Context: an optimization exercise on an open-source flow, tuned for small area. The choices shown serve that exercise and are no tape-out recipe. Function was checked by simulation only, so behaviour that the tests miss may differ from the original. Power figures rest on the tool's default switching activity, not on a simulated workload. The clock port is modelled as an ideal driver; clocking choices that lean on that would not hold on a real chip.

== oak ==
## uvc_app
module uvc_app(
    input         clk,
    input         rst,               
    input         usb_sof_i,
    input         usb_txact_i,
    input         usb_txpop_i,
    input  [7:0]  usb_rxdat_i,
    input         usb_rxval_i,
    input         usb_rxact_i,
    input         usb_setup_i,
    input  [3:0]  usb_endpt_i,
    input  [7:0]  inf_alter_i,
    input  [7:0]  inf_sel_i,
    input         inf_set_i,
    input  [9:0]  descrom_raddr_i,
    input         phy_txvalid_i,
    input  [7:0]  fifo_rdat_i,
    input  [11:0] fifo_wnum_i,
    input         fifo_aempty_i,
    input         fifo_afull_i,
    input         fifo_empty_i,
    output [7:0]  usb_txdat_o,
    output        usb_txval_o,
    output [11:0] usb_txdat_len_o,
    output        usb_txcork_o,
    output [3:0]  usb_txiso_pid_o,
    output [7:0]  inf_alter_o,
    output [7:0]  descrom_rdat_o,
    output [9:0]  desc_dev_addr_o,
    output [7:0]  desc_dev_len_o,
    output [9:0]  desc_qual_addr_o,
    output [7:0]  desc_qual_len_o,
    output [9:0]  desc_fscfg_addr_o,
    output [7:0]  desc_fscfg_len_o,
    output [9:0]  desc_hscfg_addr_o,
    output [7:0]  desc_hscfg_len_o,
    output [9:0]  desc_oscfg_addr_o,
    output [9:0]  desc_strlang_addr_o,
    output [9:0]  desc_strvendor_addr_o,
    output [7:0]  desc_strvendor_len_o,
    output [9:0]  desc_strproduct_addr_o,
    output [7:0]  desc_strproduct_len_o,
    output [9:0]  desc_strserial_addr_o,
    output [7:0]  desc_strserial_len_o,
    output        desc_have_strings_o,
    output [7:0]  fifo_wdat_o,
    output        fifo_wren_o,
    output        fifo_rden_o,
    output        LED,
    output [5:0]  GPIO
);
Size in the first run: about 480 flip-flops, ~23000 um^2 of cells after synthesis.
Settings: LEC_CHECK=0, ABC_AREA=1, CAP_MARGIN=20, CORE_MARGIN=2, CORE_UTILIZATION=65, SLEW_MARGIN=20; clock period 12.5 ns.
standard.sh (not shown) runs the stock make flow with config.mk's settings and CLKGATE_MAP_FILE= SYNTH_SCRIPT=/design/flow/synth_recipe.tcl, a recipe that flattens the netlist after the stock synthesis.
==> flow/flow/run.sh <==
#!/bin/bash
# Standard ORFS layout (the standard.sh, standard synthesis unchanged) with
# three changes:
#  - ports are buffered with buf_1 instead of the resizer's default pick;
#  - the clock tree uses clkbuf_16 leaf clusters without dummy loads;
#  - after placement, each tie-low conb_1 is folded into the nearest tie-high
#    conb_1 (one cell drives both a 1 and a 0 through its HI and LO pins).
# Each step's output goes to its own log here; ORFS keeps per-step logs under orfs/logs.
set -euo pipefail
KNOBS=(
  "BUFFER_PORTS_ARGS=-buffer_cell sky130_fd_sc_hd__buf_1"
  "CTS_ARGS=-sink_clustering_enable -repair_clock_nets -dont_use_dummy_load -buf_list sky130_fd_sc_hd__clkbuf_16 -sink_clustering_size 24 -sink_clustering_max_diameter 100"
)
bash standard.sh "${KNOBS[@]}" place > flow_place.log 2>&1
R=orfs/results/${FLOW_PLATFORM}/uvc_app/base
TIE_IN=$R/3_place.odb TIE_OUT=$R/3_place.odb openroad -no_init -exit flow/merge_ties.tcl > merge_ties.log 2>&1
bash standard.sh "${KNOBS[@]}" finish > flow_finish.log 2>&1
==> flow/flow/merge_ties.tcl <==
# Let one conb_1 tie cell drive a tie-high and a tie-low load: pair each
# tie-high cell with the nearest tie-low cell, move the low load onto the
# high cell's LO pin and delete the emptied cell.
set db_file $::env(TIE_IN)
set out_file $::env(TIE_OUT)
read_db $db_file
set block [ord::get_db_block]
set his {}
set los {}
foreach inst [$block getInsts] {
  if {[[$inst getMaster] getName] ne "sky130_fd_sc_hd__conb_1"} { continue }
  set hi [$inst findITerm HI]
  set lo [$inst findITerm LO]
  set hn [$hi getNet]
  set ln [$lo getNet]
  if {$hn ne "NULL" && $ln eq "NULL"} { lappend his $inst }
  if {$ln ne "NULL" && $hn eq "NULL"} { lappend los $inst }
}
puts "tie-high cells [llength $his], tie-low cells [llength $los]"
set merged 0
foreach h $his {
  if {[llength $los] == 0} { break }
  set hx [lindex [$h getLocation] 0]
  set hy [lindex [$h getLocation] 1]
  set best -1
  set bestd 0
  set i 0
  foreach l $los {
    set d [expr {abs([lindex [$l getLocation] 0] - $hx) + abs([lindex [$l getLocation] 1] - $hy)}]
    if {$best < 0 || $d < $bestd} { set best $i; set bestd $d }
    incr i
  }
  set l [lindex $los $best]
  set los [lreplace $los $best $best]
  set net [[$l findITerm LO] getNet]
  [$l findITerm LO] disconnect
  [$h findITerm LO] connect $net
  odb::dbInst_destroy $l
  incr merged
}
puts "merged $merged tie-low cells into tie-high cells"
write_db $out_file
In summary, oak completed successfully, with a layout that passed the timing, design-rule and antenna checks.
Changes in pine relative to oak:
--- a/flow/flow/run.sh
+++ b/flow/flow/run.sh
@@ -10,5 +10,5 @@
 KNOBS=(
   "BUFFER_PORTS_ARGS=-buffer_cell sky130_fd_sc_hd__buf_1"
-  "CTS_ARGS=-sink_clustering_enable -repair_clock_nets -dont_use_dummy_load -buf_list sky130_fd_sc_hd__clkbuf_16 -sink_clustering_size 24 -sink_clustering_max_diameter 100"
+  "CTS_ARGS=-sink_clustering_enable -repair_clock_nets -dont_use_dummy_load -buf_list sky130_fd_sc_hd__clkbuf_16 -sink_clustering_size 32 -sink_clustering_max_diameter 100"
 )
 bash standard.sh "${KNOBS[@]}" place > flow_place.log 2>&1
[summary]
[pine vs oak] post-layout worst setup margin: lower in pine
oak and pine ended up with nearly the same final-layout worst hold slack.
~same met1 wire length in oak and pine

* * *

Another version of the RTL of uvc_app (not shown whole).
For scale: about 280 I/O pins, roughly 0.022 mm² of cells after synthesis.
export LEC_CHECK = 0
export ABC_AREA = 1
export CAP_MARGIN = 20
export CORE_MARGIN = 2
export CORE_UTILIZATION = 65
export SLEW_MARGIN = 20
create_clock -name core_clock -period 12.5 [get_ports {clk}]
==> flow/flow/run.sh <==
#!/bin/bash
# Standard ORFS layout (the standard.sh, standard synthesis unchanged) with
# three changes:
#  - ports are buffered with buf_1 instead of the resizer's default pick;
#  - the clock tree uses clkbuf_16 leaf clusters without dummy loads;
#  - after placement, up to eight neighbouring constant outputs on a side of
#    the die share one conb_1 tie cell (HI and LO pins) instead of one per port.
# Each step's output goes to its own log here; ORFS keeps per-step logs under orfs/logs.
set -euo pipefail
KNOBS=(
  "BUFFER_PORTS_ARGS=-buffer_cell sky130_fd_sc_hd__buf_1"
  "CTS_ARGS=-sink_clustering_enable -repair_clock_nets -dont_use_dummy_load -buf_list sky130_fd_sc_hd__clkbuf_16 -sink_clustering_size 28 -sink_clustering_max_diameter 100"
)
bash standard.sh "${KNOBS[@]}" place > flow_place.log 2>&1
R=orfs/results/${FLOW_PLATFORM}/uvc_app/base
TIE_IN=$R/3_place.odb TIE_OUT=$R/3_place.odb openroad -no_init -exit flow/merge_ties.tcl > merge_ties.log 2>&1
bash standard.sh "${KNOBS[@]}" finish > flow_finish.log 2>&1
==> flow/flow/merge_ties.tcl <==
# Constant outputs: after placement, let one conb_1 tie cell drive up to
# eight neighbouring constant ports on the same side of the die, through its
# HI and LO pins, instead of one tie cell per port. A tie cell has no timing arcs and its
# pins allow 1.9 pF, far above the few port loads each net gets here.
set db_file $::env(TIE_IN)
set out_file $::env(TIE_OUT)
read_db $db_file
set block [ord::get_db_block]
set die [$block getDieArea]
set dx0 [$die xMin]; set dy0 [$die yMin]; set dx1 [$die xMax]; set dy1 [$die yMax]
proc side_of {inst} {
  global dx0 dy0 dx1 dy1
  set x [lindex [$inst getLocation] 0]
  set y [lindex [$inst getLocation] 1]
  set d [list [expr {$x - $dx0}] [expr {$dx1 - $x}] [expr {$y - $dy0}] [expr {$dy1 - $y}]]
  set best 0
  for {set i 1} {$i < 4} {incr i} {
    if {[lindex $d $i] < [lindex $d $best]} { set best $i }
  }
  return $best
}
set ties {}
foreach inst [$block getInsts] {
  if {[[$inst getMaster] getName] eq "sky130_fd_sc_hd__conb_1"} {
    set loc [$inst getLocation]
    lappend ties [list [side_of $inst] [expr {[lindex $loc 0] + [lindex $loc 1]}] $inst]
  }
}
# walk each side in order along it
set ties [lsort -integer -index 1 $ties]
set ties [lsort -integer -index 0 $ties]
set group_max 8
puts "tie cells before: [llength $ties]"
# keeper per side, and the keeper's HI / LO nets (created on demand)
array set keeper {}
array set count {}
set removed 0
foreach t $ties {
  set s [lindex $t 0]
  set inst [lindex $t 2]
  if {![info exists keeper($s)] || $count($s) >= $group_max} {
    set keeper($s) $inst
    set count($s) 1
    continue
  }
  incr count($s)
  set k $keeper($s)
  foreach pin {HI LO} {
    set it [$inst findITerm $pin]
    set net [$it getNet]
    if {$net eq "NULL"} { continue }
    set kit [$k findITerm $pin]
    set knet [$kit getNet]
    if {$knet eq "NULL"} {
      $it disconnect
      $kit connect $net
      continue
    }
    # move every other pin of net onto the keeper's net
    foreach bt [$net getBTerms] { $bt disconnect; $bt connect $knet }
    foreach oit [$net getITerms] {
      if {$oit eq $it} { continue }
      $oit disconnect; $oit connect $knet
    }
    $it disconnect
    odb::dbNet_destroy $net
  }
  odb::dbInst_destroy $inst
  incr removed
}
puts "tie cells removed: $removed"
write_db $out_file
Change:
--- a/flow/flow/run.sh
+++ b/flow/flow/run.sh
@@ -4,6 +4,6 @@
 #  - ports are buffered with buf_1 instead of the resizer's default pick;
 #  - the clock tree uses clkbuf_16 leaf clusters without dummy loads;
-#  - after placement, up to eight neighbouring constant outputs on a side of
-#    the die share one conb_1 tie cell (HI and LO pins) instead of one per port.
+#  - after placement, the constant outputs on each side of the die are all
+#    driven by one conb_1 tie cell (HI and LO pins) instead of one per port.
 # Each step's output goes to its own log here; ORFS keeps per-step logs under orfs/logs.
 set -euo pipefail
--- a/flow/flow/merge_ties.tcl
+++ b/flow/flow/merge_ties.tcl
@@ -1,5 +1,5 @@
-# Constant outputs: after placement, let one conb_1 tie cell drive up to
-# eight neighbouring constant ports on the same side of the die, through its
-# HI and LO pins, instead of one tie cell per port. A tie cell has no timing arcs and its
+# Constant outputs: after placement, let one conb_1 tie cell per die side
+# drive all the constant ports on that side, through its HI and LO pins,
+# instead of one tie cell per port. A tie cell has no timing arcs and its
 # pins allow 1.9 pF, far above the few port loads each net gets here.
 set db_file $::env(TIE_IN)
@@ -22,27 +22,13 @@
 set ties {}
 foreach inst [$block getInsts] {
-  if {[[$inst getMaster] getName] eq "sky130_fd_sc_hd__conb_1"} {
-    set loc [$inst getLocation]
-    lappend ties [list [side_of $inst] [expr {[lindex $loc 0] + [lindex $loc 1]}] $inst]
-  }
+  if {[[$inst getMaster] getName] eq "sky130_fd_sc_hd__conb_1"} { lappend ties $inst }
 }
-# walk each side in order along it
-set ties [lsort -integer -index 1 $ties]
-set ties [lsort -integer -index 0 $ties]
-set group_max 8
 puts "tie cells before: [llength $ties]"
 # keeper per side, and the keeper's HI / LO nets (created on demand)
 array set keeper {}
-array set count {}
 set removed 0
-foreach t $ties {
-  set s [lindex $t 0]
-  set inst [lindex $t 2]
-  if {![info exists keeper($s)] || $count($s) >= $group_max} {
-    set keeper($s) $inst
-    set count($s) 1
-    continue
-  }
-  incr count($s)
+foreach inst $ties {
+  set s [side_of $inst]
+  if {![info exists keeper($s)]} { set keeper($s) $inst; continue }
   set k $keeper($s)
   foreach pin {HI LO} {
Result: Final area barely changes. Final cell count came out lower by 0.64%. Synthesized area is unchanged.

* * *

uvc_app, a different RTL version from the one above (not shown whole).
For scale: ~480 flip-flops, roughly 280 I/O pins, roughly 0.026 mm² of cells after synthesis.
Design uvc_app, start of the top module:
module uvc_app(
    input         clk,
    input         rst,               
    input         usb_sof_i,
    input         usb_txact_i,
    input         usb_txpop_i,
    input  [7:0]  usb_rxdat_i,
    input         usb_rxval_i,
    input         usb_rxact_i,
    input         usb_setup_i,
    input  [3:0]  usb_endpt_i,
    input  [7:0]  inf_alter_i,
    input  [7:0]  inf_sel_i,
    input         inf_set_i,
    input  [9:0]  descrom_raddr_i,
    input         phy_txvalid_i,
    input  [7:0]  fifo_rdat_i,
    input  [11:0] fifo_wnum_i,
    input         fifo_aempty_i,
    input         fifo_afull_i,
    input         fifo_empty_i,
    output [7:0]  usb_txdat_o,
    output        usb_txval_o,
    output [11:0] usb_txdat_len_o,
    output        usb_txcork_o,
    output [3:0]  usb_txiso_pid_o,
    output [7:0]  inf_alter_o,
    output [7:0]  descrom_rdat_o,
    output [9:0]  desc_dev_addr_o,
    output [7:0]  desc_dev_len_o,
    output [9:0]  desc_qual_addr_o,
    output [7:0]  desc_qual_len_o,
    output [9:0]  desc_fscfg_addr_o,
    output [7:0]  desc_fscfg_len_o,
    output [9:0]  desc_hscfg_addr_o,
    output [7:0]  desc_hscfg_len_o,
    output [9:0]  desc_oscfg_addr_o,
    output [9:0]  desc_strlang_addr_o,
    output [9:0]  desc_strvendor_addr_o,
    output [7:0]  desc_strvendor_len_o,
    output [9:0]  desc_strproduct_addr_o,
    output [7:0]  desc_strproduct_len_o,
    output [9:0]  desc_strserial_addr_o,
    output [7:0]  desc_strserial_len_o,
    output        desc_have_strings_o,
    output [7:0]  fifo_wdat_o,
    output        fifo_wren_o,
    output        fifo_rden_o,
    output        LED,
    output [5:0]  GPIO
);
clock: 12.5 ns
lec_check: 0
abc_area: 1
cap_margin: 20
core_margin: 2
core_utilization: 40
slew_margin: 20
run.sh (not shown) runs the stock make flow with config.mk's settings and CLKGATE_MAP_FILE= SYNTH_SCRIPT=/design/flow/synth_recipe.tcl, a recipe that flattens the netlist after the stock synthesis.
Stock flow here: none of the scripts above is used.
Then changed:
- CTS_BUF_LIST: unset -> sky130_fd_sc_hd__clkbuf_16
- CTS_CLUSTER_DIAMETER: unset -> 100
- CTS_CLUSTER_SIZE: unset -> 32
=> Global-route usage falls by 0.39 points; non-clock buffer count does not change; power falls by about a fifth; core utilization fell by 1.5 points; routed wire length decreases slightly; first-iteration DRC count is higher by roughly a tenth; sequential power is about the same; worst hold slack gains 0.037 ns; setup slack got worse by 0.013 ns; sequential share of layout area came out higher by 1.4 points.

* * *

== branch pepper ==
uvc_app, a different RTL version from the one above (not shown whole).
Size: about 2800 cells after synthesis, roughly 480 flip-flops, roughly 0.025 sq mm of cells after synthesis.
==> flow/config.mk <==
export PLATFORM = sky130hd
export DESIGN_NAME = uvc_app
export DESIGN_NICKNAME = uvc_app
export VERILOG_FILES = /design/flow/design.v
export SDC_FILE = /design/flow/constraint.sdc
export NUM_CORES = 4
export LEC_CHECK = 0
export ABC_AREA = 1
export CAP_MARGIN = 20
export CORE_MARGIN = 2
export CORE_UTILIZATION = 40
export SLEW_MARGIN = 20
==> flow/constraint.sdc <==
create_clock -name core_clock -period 12.5 [get_ports {clk}]
set_input_delay 2.5000 -clock core_clock [delete_from_list [all_inputs] [get_ports {clk}]]
set_output_delay 2.5000 -clock core_clock [all_outputs]
set_load 0.01 [all_outputs]
standard.sh (not shown) runs the stock make flow with config.mk's settings and CLKGATE_MAP_FILE= SYNTH_SCRIPT=/design/flow/synth_recipe.tcl, a recipe that flattens the netlist after the stock synthesis.
==> flow/flow/run.sh <==
#!/bin/bash
# Standard ORFS layout (the standard.sh, standard synthesis unchanged) with
# two changes: ports are buffered with buf_1 instead of the resizer's default
# pick, and the clock tree uses clkbuf_16 leaf clusters without dummy loads.
# make's output goes to flow_make.log; ORFS keeps each step's log under orfs/logs.
set -euo pipefail
bash standard.sh \
  "BUFFER_PORTS_ARGS=-buffer_cell sky130_fd_sc_hd__buf_1" \
  "CTS_ARGS=-sink_clustering_enable -repair_clock_nets -dont_use_dummy_load -buf_list sky130_fd_sc_hd__clkbuf_16 -sink_clustering_size 32 -sink_clustering_max_diameter 100" \
  finish > flow_make.log 2>&1
#### Input delta (branch xenon over branch pepper)
Settings: CTS_CLUSTER_SIZE newly set to 32; CTS_CLUSTER_DIAMETER newly set to 100; CTS_BUF_LIST newly set to sky130_fd_sc_hd__clkbuf_16.
==> flow/run.sh (new file) <==
#!/bin/bash
# synth_recipe.tcl (not shown) runs the flow's synth.tcl, then flattens the netlist and writes it again
# the make line also repeats each setting of config.mk as NAME=value (left out here)
make -C /OpenROAD-flow-scripts/flow DESIGN_CONFIG=/design/flow/config.mk WORK_HOME=/design/flow/orfs CLKGATE_MAP_FILE= SYNTH_SCRIPT=/design/flow/synth_recipe.tcl finish
removed: flow/flow/run.sh
removed: flow/standard.sh
branch xenon ran to completion and came out clean on the timing, design-rule and antenna checks. As of branch xenon, initial detailed-routing violation count had risen by more than 10% compared to branch pepper. Data required time at the worst endpoint across branch xenon and branch pepper: no real change. Compared with branch pepper, branch xenon shows a higher wire length the detailed router placed on met1. Synthesis-to-layout area growth in branch xenon is 3.8 points higher than in branch pepper. Between branch xenon and branch pepper, it is branch xenon whose switching part of the total power is higher, by 0.44 points. Compared with branch pepper, branch xenon shows a lower worst reg2reg path depth. [compare] base=branch pepper new=branch xenon: fill cell instance count of the final layout went down, hold slack now larger, sequential cell area share saw a decrease, final HPWL from detailed placement now smaller. Compared to branch pepper, branch xenon has slew at the pin closest to its max-slew limit 0.027 ns higher.

[re-timing with driven ports]
The results above use ideal ports. As a check the final layouts listed here were re-extracted and re-timed, cells and wires unchanged. Step 1 sets driving cells, clkbuf_16 on the clock port and buf_2 on the other inputs (assumed; they add their load-dependent delay and slew). Step 2 adds t to the input delays and takes it off the output delays; t is the mean of the earliest and latest rising clock arrival at the registers after step 1. Input paths then give back, and output paths get back, about the clock's delay inside the block. Slacks: ideal ports / drivers / drivers and shift; pairs: ideal ports / drivers.
run | shift t [ns] | setup slack, ns | worst setup path at the end | clock arrival spread, ns | cell pins on the clock port's net
oak | 0.592 | 4.051 / 4.026 / 4.026 | input to output | 0.062 / 0.062 | 1
pine | 0.575 | 4.047 / 4.023 / 4.023 | input to output | 0.077 / 0.076 | 1
the first run of note 2 | 0.569 | 4.231 / 4.207 / 4.207 | input to output | 0.088 / 0.088 | 1
the second run of note 2 | 0.572 | 4.207 / 4.183 / 4.183 | input to output | 0.086 / 0.086 | 1
the first run of note 3 | 0.655 | 3.676 / 3.644 / 3.644 | input to output | 0.032 / 0.032 | 1
the second run of note 3 | 0.649 | 3.663 / 3.632 / 3.632 | input to output | 0.044 / 0.045 | 1
branch pepper | 0.605 | 4.655 / 4.632 / 4.632 | input to output | 0.060 / 0.060 | 1
branch xenon | 0.609 | 3.926 / 3.901 / 3.901 | input to output | 0.040 / 0.040 | 1
After both steps setup and hold are still met in every run listed. For the first run of note 3, which loses most, drivers alone change the setup slack by -0.032 ns; drivers and shift together by -0.032 ns.
